What follows belongs to an exercise in optimizing a design on an open flow for small area, a short achievable clock period and few clock cycles per item; a production flow would make more cautious choices. Only simulation tests tie the RTL to the original design; equivalence was not proved. No activity file was given, so power comes from the tool's default toggle rates.

==> flow/design.v, too long to show whole: its modules and the start of the top module <==
// module jpeg_ycbcr_mem: 1119 lines
// module jpeg_ycbcr2rgb: 485 lines
// module jpeg_ycbcr: 167 lines
module jpeg_ycbcr(
    rst,
    clk,
    ProcessInit,
    DataInEnable,
    DataInPage,
    DataInCount,
    Data0In,
    Data1In,
    DataInBlockWidth,
    OutEnable,
    OutPixelX,
    OutPixelY,
    OutR,
    OutG,
    OutB
    );
  // ...
==> flow/flow/run.sh <==
#!/bin/bash
# Layout flow: the standard layout (standard.sh: the standard synthesis
# and every ORFS step to the routed layout) with two changes to how the
# layout is optimised; the clock, its period, the constraints and all other
# settings are the standard flow's.
#  - The timing repair steps aim at a setup slack of MARGIN ns instead of
#    the at most 5 ns that flow/config.mk's SETUP_SLACK_MARGIN may ask for,
#    so repair_timing also works on paths longer than about 10 - MARGIN ns.
#  - The port buffers are buf_4 cells (resizable) instead of the delay
#    buffers buffer_ports picks by default; every port still gets a buffer.
# make's full output goes to make_standard.log; each ORFS step also writes
# its own log under orfs/logs/.
set -euo pipefail
MARGIN=6.6
grep -q "SETUP_SLACK_MARGIN=5" standard.sh
sed "s/SETUP_SLACK_MARGIN=5/SETUP_SLACK_MARGIN=${MARGIN} 'BUFFER_PORTS_ARGS=-buffer_cell sky130_fd_sc_hd__buf_4'/" standard.sh > standard_tuned.sh
grep -q "SETUP_SLACK_MARGIN=${MARGIN}" standard_tuned.sh
bash standard_tuned.sh > make_standard.log 2>&1
test -s out/final.def
==> flow/standard.sh <==
#!/bin/bash
# synth_recipe.tcl (not shown) runs the flow's synth.tcl, then flattens the netlist and writes it again
# the make line also repeats each setting of config.mk as NAME=value (left out here)
make -C /OpenROAD-flow-scripts/flow DESIGN_CONFIG=/design/flow/config.mk WORK_HOME=/design/flow/orfs CLKGATE_MAP_FILE= SYNTH_SCRIPT=/design/flow/synth_recipe.tcl "${@:-finish}"
==> flow/config.mk <==
export PLATFORM = sky130hd
export DESIGN_NAME = jpeg_ycbcr
export DESIGN_NICKNAME = jpeg_ycbcr
export VERILOG_FILES = /design/flow/design.v
export SDC_FILE = /design/flow/constraint.sdc
export NUM_CORES = 4
export LEC_CHECK = 0
export CAP_MARGIN = 20
export CORE_MARGIN = 2
export CORE_UTILIZATION = 60
export CTS_BUF_LIST = sky130_fd_sc_hd__clkbuf_16
export CTS_CLUSTER_DIAMETER = 70
export CTS_CLUSTER_SIZE = 30
export SETUP_SLACK_MARGIN = 5
export SLEW_MARGIN = 20
export SYNTH_MEMORY_MAX_BITS = 16384
==> flow/constraint.sdc <==
create_clock -name core_clock -period 10.0 [get_ports {clk}]
set_input_delay 2.0000 -clock core_clock [delete_from_list [all_inputs] [get_ports {clk}]]
set_output_delay 2.0000 -clock core_clock [all_outputs]
set_load 0.01 [all_outputs]
==> key figures, run 1 <==
Timing
  • Post-Route Setup TNS: 0 ns
  • Fin. Hold Viols: 0
  • Final period utilization: 34.6%
  • Max-slew violations: 0

Final layout
  • Dominant class by area: sequential cells
  • Non-clk buf share: 1.57%
  • Fraction of area in registers: 82.1%
  • Final instance area: 187000 µm²
  • Layout cells sized above 1: 10.8%
  • Commonest non-fill, non-tap cell in the layout: edfxtp_1
  • Fill count: 18500
  • Seq_cells: 5211

Placed design
  • Post-Place Setup Slack: 5.46 ns
  • GP Congestion: 1.07

Pwr
  • Static leakage: 60.8 nW
  • Power Clock: 0.0110 W
  • Pwr Total: 0.0348 W
  • Clock network fraction of total power: 31.6%

Logic synthesis
  • Area contributors post-synth: edfxtp_1 (84%), dfxtp_1 (3.1%), dfrtp_1 (2.2%)
  • Syn_nets: 8375

Die
  • Tap Count: 3762
  • Die ar.: 291000 µm²

Min path
  • HP Start: u_jpeg_ycbcr2rgb.Phase2Y[4]$_DFF_P_

Drt
  • Post-Route M1 WL: 187000 µm

Run status
  • Status: complete, no violations
Testbench counts, summed over its fixed seeds: cycles 99,872, mcus 384.
==> run 2, diff against run 1 <==
--- a/flow/design.v
+++ b/flow/design.v
@@ -1558,41 +1558,43 @@
     reg [3:0]       PixelX;
     reg [3:0]       PixelY;
     wire [11:0]     CurBlockX = First ? 12'h000 : BlockX;
     wire [11:0]     CurBlockY = First ? 12'h000 : BlockY;
     wire [3:0]      CurPixelX = First ? 4'h0 : PixelX;
     wire [3:0]      CurPixelY = First ? 4'h0 : PixelY;
     wire [12:0]     BlockXInc = F_Inc13({1'b0, BlockX});
     wire [12:0]     BlockYInc = F_Inc13({1'b0, BlockY});
+    reg             BlockXWrap;
     reg [15:0]      RegPixelX;
     reg [15:0]      RegPixelY;
     always @(posedge clk or negedge rst) begin
         if(!rst) begin
             First <= 1'b1;
         end else begin
             if(Init) begin
                 First <= 1'b1;
             end else if(Phase3Enable) begin
                 First <= 1'b0;
             end
         end
     end
     always @(posedge clk) begin
+        BlockXWrap <= ({1'b0, BlockWidth} == BlockXInc);
         RegPixelX <= {CurBlockX, CurPixelX};
         RegPixelY <= {CurBlockY, CurPixelY};
         if(Phase3Enable) begin
             BlockX <= CurBlockX;
             BlockY <= CurBlockY;
             PixelX <= CurPixelX + 4'h1;
             PixelY <= CurPixelY;
             if(CurPixelX == 4'hF) begin
                 PixelY <= CurPixelY + 4'h1;
                 if(CurPixelY == 4'hF) begin
-                    if({1'b0, BlockWidth} == BlockXInc) begin
+                    if(BlockXWrap) begin
                         BlockX <= 12'h000;
                         BlockY <= BlockYInc[11:0];
                     end else begin
                         BlockX <= BlockXInc[11:0];
                     end
                 end
             end
         end
==> flow/config.mk (replaced) <==
export PLATFORM = sky130hd
export DESIGN_NAME = jpeg_ycbcr
export DESIGN_NICKNAME = jpeg_ycbcr
export VERILOG_FILES = /design/flow/design.v
export SDC_FILE = /design/flow/constraint.sdc
export NUM_CORES = 4
export LEC_CHECK = 0
export CAP_MARGIN = 20
export CORE_MARGIN = 2
export CORE_UTILIZATION = 60
export CTS_BUF_LIST = sky130_fd_sc_hd__clkbuf_16
export CTS_CLUSTER_DIAMETER = 65
export CTS_CLUSTER_SIZE = 28
export SETUP_SLACK_MARGIN = 5
export SLEW_MARGIN = 20
export SYNTH_MEMORY_MAX_BITS = 16384
==> run 2 against run 1 <==
Still clean. Count of clock-buffer cells in the layout increased by 20. Sequential power barely moved. Sequential share of layout area is 0.21 points lower.
==> key figures, run 2 <==
Timing
  • Max-slew violations: 0 (unchanged)
  • Final period utilization: 34.7% (was 34.6%)
  • RSZ-0062 raised after global routing: yes (unchanged)
  • Fmax: 0.288 GHz (was 0.289 GHz)
  • Worst slew pin tran: 1.20 ns (was 1.23 ns)
  • Final Skew: 0.103 ns (was 0.0750 ns)
  • Post-Route Setup TNS: 0 ns (unchanged)
  • Fin. Hold Viols: 0 (unchanged)
  • # setup viols final: 0 (unchanged)
  • Max-Slew Margin vs Limit: 20.2% (was 17.4%)
  • Minimum clock period: 3.47 ns (was 3.46 ns)
  • Setup slack after layout: 6.53 ns (was 6.54 ns)

Final layout
  • Layout cells sized above 1: 10.3% (was 10.8%)
  • Final net count: 8774 (was 8662)
  • Final core utilization: 65.6% (was 65.5%)
  • Final Non-Filler Cells: 12600 (was 12400)
  • Commonest non-fill, non-tap cell in the layout: edfxtp_1 (unchanged)
  • Area growth syn-to-layout: 8.67% (was 8.52%)
  • Final instance area: 187000 µm² (about the same)
  • Most frequent cells in the layout: edfxtp_1 (4784), nand2_1 (475), o21ai_0 (309), a22oi_1 (261), nor2_1 (253) (was edfxtp_1 (4784), nand2_1 (458), o21ai_0 (297), nor2_1 (247), buf_4 (243))

Logic synthesis
  • Top cell type's share of synthesized area: 83.5% (was 83.6%)
  • Asr flop ratio synth: 3.03% (about the same)
  • Syn_nets: 8485 (was 8375)
  • Xor and xnor area share after synthesis: 0.512% (was 0.515%)
  • Synthesized instance count: 8309 (was 8199)
  • Mapped cell area: 172000 µm² (about the same)
  • Avg Inst Size Synth: 20.7 µm² (was 21.0 µm²)
  • Mux contribution to synthesized area: 0.767% (was 0.837%)
  • Post-synth EDFFs: 4784 (unchanged)
  • Post-synthesis sequential area ratio: 88.9% (was 89.0%)
  • #FFs+latches synth: 5212 (was 5211)
  • Synth Area in Simple Gates: 3.43% (was 3.29%)
  • Predominant post-synthesis flop cell: edfxtp_1 (unchanged)
  • Count leader, synth: edfxtp_1 (unchanged)
  • Synth unique cells: 78 (unchanged)
  • Yosys warnings: 3 (unchanged)
  • Post-synthesis compound-gate area fraction: 4.30% (was 4.28%)
  • Largest family of logic cells by synthesized area: compound AO/OA/AOI/OAI gates (unchanged)
  • Area contributors post-synth: edfxtp_1 (83%), dfxtp_1 (3.1%), dfrtp_1 (2.2%) (was edfxtp_1 (84%), dfxtp_1 (3.1%), dfrtp_1 (2.2%))
  • Top cell type by total area after synthesis: edfxtp_1 (unchanged)
  • Post-synth top cells: edfxtp_1 (4784), nand2_1 (498), o21ai_0 (310), dfxtp_1 (270), a22oi_1 (261) (was edfxtp_1 (4784), nand2_1 (482), o21ai_0 (297), dfxtp_1 (269), nor2_1 (254))
  • Adder-cell share of the synthesized area: 1.21% (was 1.20%)

CTS
  • Deepest clock path buffer count: 4 (unchanged)
  • TritonCTS Buffers: 239 (was 220)
  • Clk root buf: clkbuf_16 (unchanged)
  • CTS sink count: 5212 (was 5211)
  • Worst skew pair latency: 0.98 ns (was 0.99 ns)
  • CTS tree: yes (unchanged)
  • H-tree depth: 4 (unchanged)
  • Clock slew at reported path FFs: 0.09 ns (was 0.10 ns)
  • Hold_buf cts: 0 (unchanged)

Placed design
  • Post-Place Setup Slack: 5.83 ns (was 5.46 ns)
  • Buffers on Ports: 95 (unchanged)
  • DP Area: 179000 µm² (was 178000 µm²)
  • # placed instances: 12100 (was 12000)
  • HPWL after DPL: 329000 µm (about the same)
  • GP Congestion: 1.08 (was 1.07)

Setup path
  • Slowest stage delay, CP: 0.39 ns (about the same)
  • Worst R2R Setup Slack: 6.81 ns (was 6.71 ns)
  • Worst Setup SP: u_jpeg_ycbcr2rgb.Phase4Enable$_DFF_PN0_ (unchanged)
  • Crit path DAT: 1.47 ns (was 1.46 ns)
  • Critical Path Start Type: flop (unchanged)
  • End of the critical path: OutEnable (unchanged)
  • Critical path class: reg2out (unchanged)
  • CP cell instances: buf_6 (unchanged)
  • Worst path slowest cell: dfrtp_1 (unchanged)
  • Worst Reg-to-Reg Cells: 6 (was 4)
  • CP Max Fanout: 1 (unchanged)
  • Critical path depth: 1 (unchanged)
  • Cell family with most CP delay: flip-flops (unchanged)
  • Worst path required time: 8.00 ns (about the same)
  • Critical path capture point type: primary output (unchanged)
  • RR Endpoint: u_jpeg_ycbcr2rgb.Phase2GS[8]$_DFF_P_ (was u_jpeg_ycbcr2rgb.Phase1Cb[2]$_DFF_P_)
  • CP bufs+invs: 1 (unchanged)
  • Reg2reg start: u_jpeg_ycbcr2rgb.Phase1Cb[3]$_DFF_P_ (was u_jpeg_ycbcr_mem.Slot_17_1_RdCb$_DFF_PN0_)

Drt
  • DRT Pass-1 Iters: 9 (unchanged)
  • Drt drc: 0 (unchanged)
  • Total Routed Length: 468000 µm (was 474000 µm)
  • DRT iter0 DRCs: 12200 (was 12900)
  • Antenna-violating nets left: 0 (unchanged)
  • Vias: 79900 (was 79000)
  • Drt via density: 6.36 (was 6.35)
  • Avg WL per Cell: 37.2 µm (was 38.1 µm)

Die
  • I/O pin total: 96 (unchanged)
  • Die ar.: 291000 µm² (about the same)
  • Starting Density: 60.3% (about the same)
  • DIE HEIGHT: 540 µm (was 539 µm)
  • Die X-Extent: 540 µm (was 539 µm)
  • Rows: 196 (unchanged)
  • Core area: 285000 µm² (about the same)

Global route
  • Gr usage total: 32.0% (was 32.4%)
  • Initial antenna violation count: 49 (was 78)
  • First-pass GRT wire length: 622000 µm (was 626000 µm)
  • Largest net degree at the start of global routing: 74 (was 73)
  • Number of global-route vias before repair: 72900 (was 72700)
  • Grt ovf: 0 (unchanged)
  • Met3 Resource Use GR: 9.13% (was 8.72%)
  • Busiest grt layer: met1 (unchanged)
  • Met1 Use GR: 46.2% (was 46.8%)
  • Met2 Use GR: 44.5% (was 44.7%)

Min path
  • Hold Crit Class: reg2reg (unchanged)

Run status
  • Status: complete, no violations (unchanged)

Pwr
  • PD cells: 189 nW/µm² (was 187 nW/µm²)
  • Peak supply drop: 0.199 mV (was 0.302 mV)
  • Static leakage: 60.8 nW (about the same)

Job
  • Max-cap violation count: 0 (unchanged)
==> run 2: area by class of cell <==
| type | count | area (µm²) |
|---|---|---|
| sequential | 5212 | 153000 |
| fill | 18500 | 98200 |
| inverter | 132 | 495 |
| clock buffer | 242 | 6060 |
| timing repair buffer | 302 | 2640 |
| tap | 3762 | 4710 |
| clock inverter | 169 | 1610 |
| antenna | 34 | 85.1 |
| multi-input combinational | 2711 | 18300 |
==> run 2: timing repair <==
item                                    4_1_cts  5_1_grt
pin swaps                                     1        2
buffers inserted                              1        3
resized for setup                            73       21
cloned                                        0        0
endpoints found under the hold margin         0        0
endpoints found under the setup margin      146      108
==> run 2: worst min path at each step <==
| stage | startpoint | end | cells after the start | slack (ns) |
|---|---|---|---|---|
| 6_report | u_jpeg_ycbcr2rgb.Phase2Y[0]$_DFF_P_ | u_jpeg_ycbcr2rgb.Phase3Y[0]$_DFF_P_ | 0 | 0.33 |
| 5_1_grt | u_jpeg_ycbcr2rgb.Phase2Y[4]$_DFF_P_ | u_jpeg_ycbcr2rgb.Phase3Y[4]$_DFF_P_ | 0 | 0.34 |
| 4_1_cts | u_jpeg_ycbcr2rgb.Phase2Y[0]$_DFF_P_ | u_jpeg_ycbcr2rgb.Phase3Y[0]$_DFF_P_ | 0 | 0.33 |
| 3_5_place_dp | u_jpeg_ycbcr2rgb.Phase2Y[4]$_DFF_P_ | u_jpeg_ycbcr2rgb.Phase3Y[4]$_DFF_P_ | 0 | 0.31 |
| 3_3_place_gp | u_jpeg_ycbcr2rgb.Phase2Y[7]$_DFF_P_ | u_jpeg_ycbcr2rgb.Phase3Y[7]$_DFF_P_ | 0 | 0.32 |
| 2_1_floorplan | u_jpeg_ycbcr2rgb.Phase1Y[0]$_DFF_P_ | u_jpeg_ycbcr2rgb.Phase2Y[0]$_DFF_P_ | 0 | 0.31 |
==> run 2: cells by family after synthesis <==
logic type,count (synthesis)
multiplexers,119
XOR/XNOR,99
AND/OR/NAND/NOR,1254
buffers and inverters,386
AO/OA/AOI/OAI,1101
adder cells (fa/ha/maj),138
flip-flops,5212
==> run 2: routing by layer <==
layer | wire length [µm] | share of wire [%]
met2 | 197000 | 42
met3 | 54200 | 12
met1 | 185000 | 40
met4 | 31400 | 6.7
met5 | 162 | 0.035
==> run 2: report_power, final <==
part / total (W) / switching (W) / internal, W
Clock: 0.0114 / 0.00668 / 0.00475
Sequential: 0.0236 / 0.0000474 / 0.0235
Combinational: 0.000228 / 0.000179 / 0.0000492
Total: 0.0353 / 0.00691 / 0.0283
==> run 2: metrics by stage <==
step                      hold slack, ns  power, W
after CTS                          0.334    0.0355
final                              0.335    0.0353
after detailed placement           0.312    0.0243
after global placement             0.317    0.0243
after global routing               0.341    0.0362
after floorplan                    0.310    0.0241
Testbench counts of run 2, summed over its fixed seeds: cycles 99,872, mcus 384.

what the ideal ports hide:
The results above use ideal ports. As a check the final layouts listed here were re-extracted and re-timed, cells and wires unchanged.
Step 1 sets driving cells, clkbuf_16 on the clock port and buf_2 on the other inputs (assumed; they add their load-dependent delay and slew).
Step 2 moves the port delays by t, midway between the first and last clock arrival at a register: inputs arrive t later, outputs are due t later. That takes back most of the time a late clock gives input paths.
Three values: no drivers, after step 1, after step 2; two values: the first two.
run | t, ns | setup slack, ns | cell pins on the clock port's net
run 1 | 1.075 | 6.536 / 6.421 / 5.717 | 1
run 2 | 1.037 | 6.531 / 6.426 / 5.907 | 1
After both steps setup and hold are still met in every run listed. For run 1, which loses most, drivers alone change the setup slack by -0.115 ns; drivers and shift together by -0.819 ns. Setup slack includes reset recovery checks.
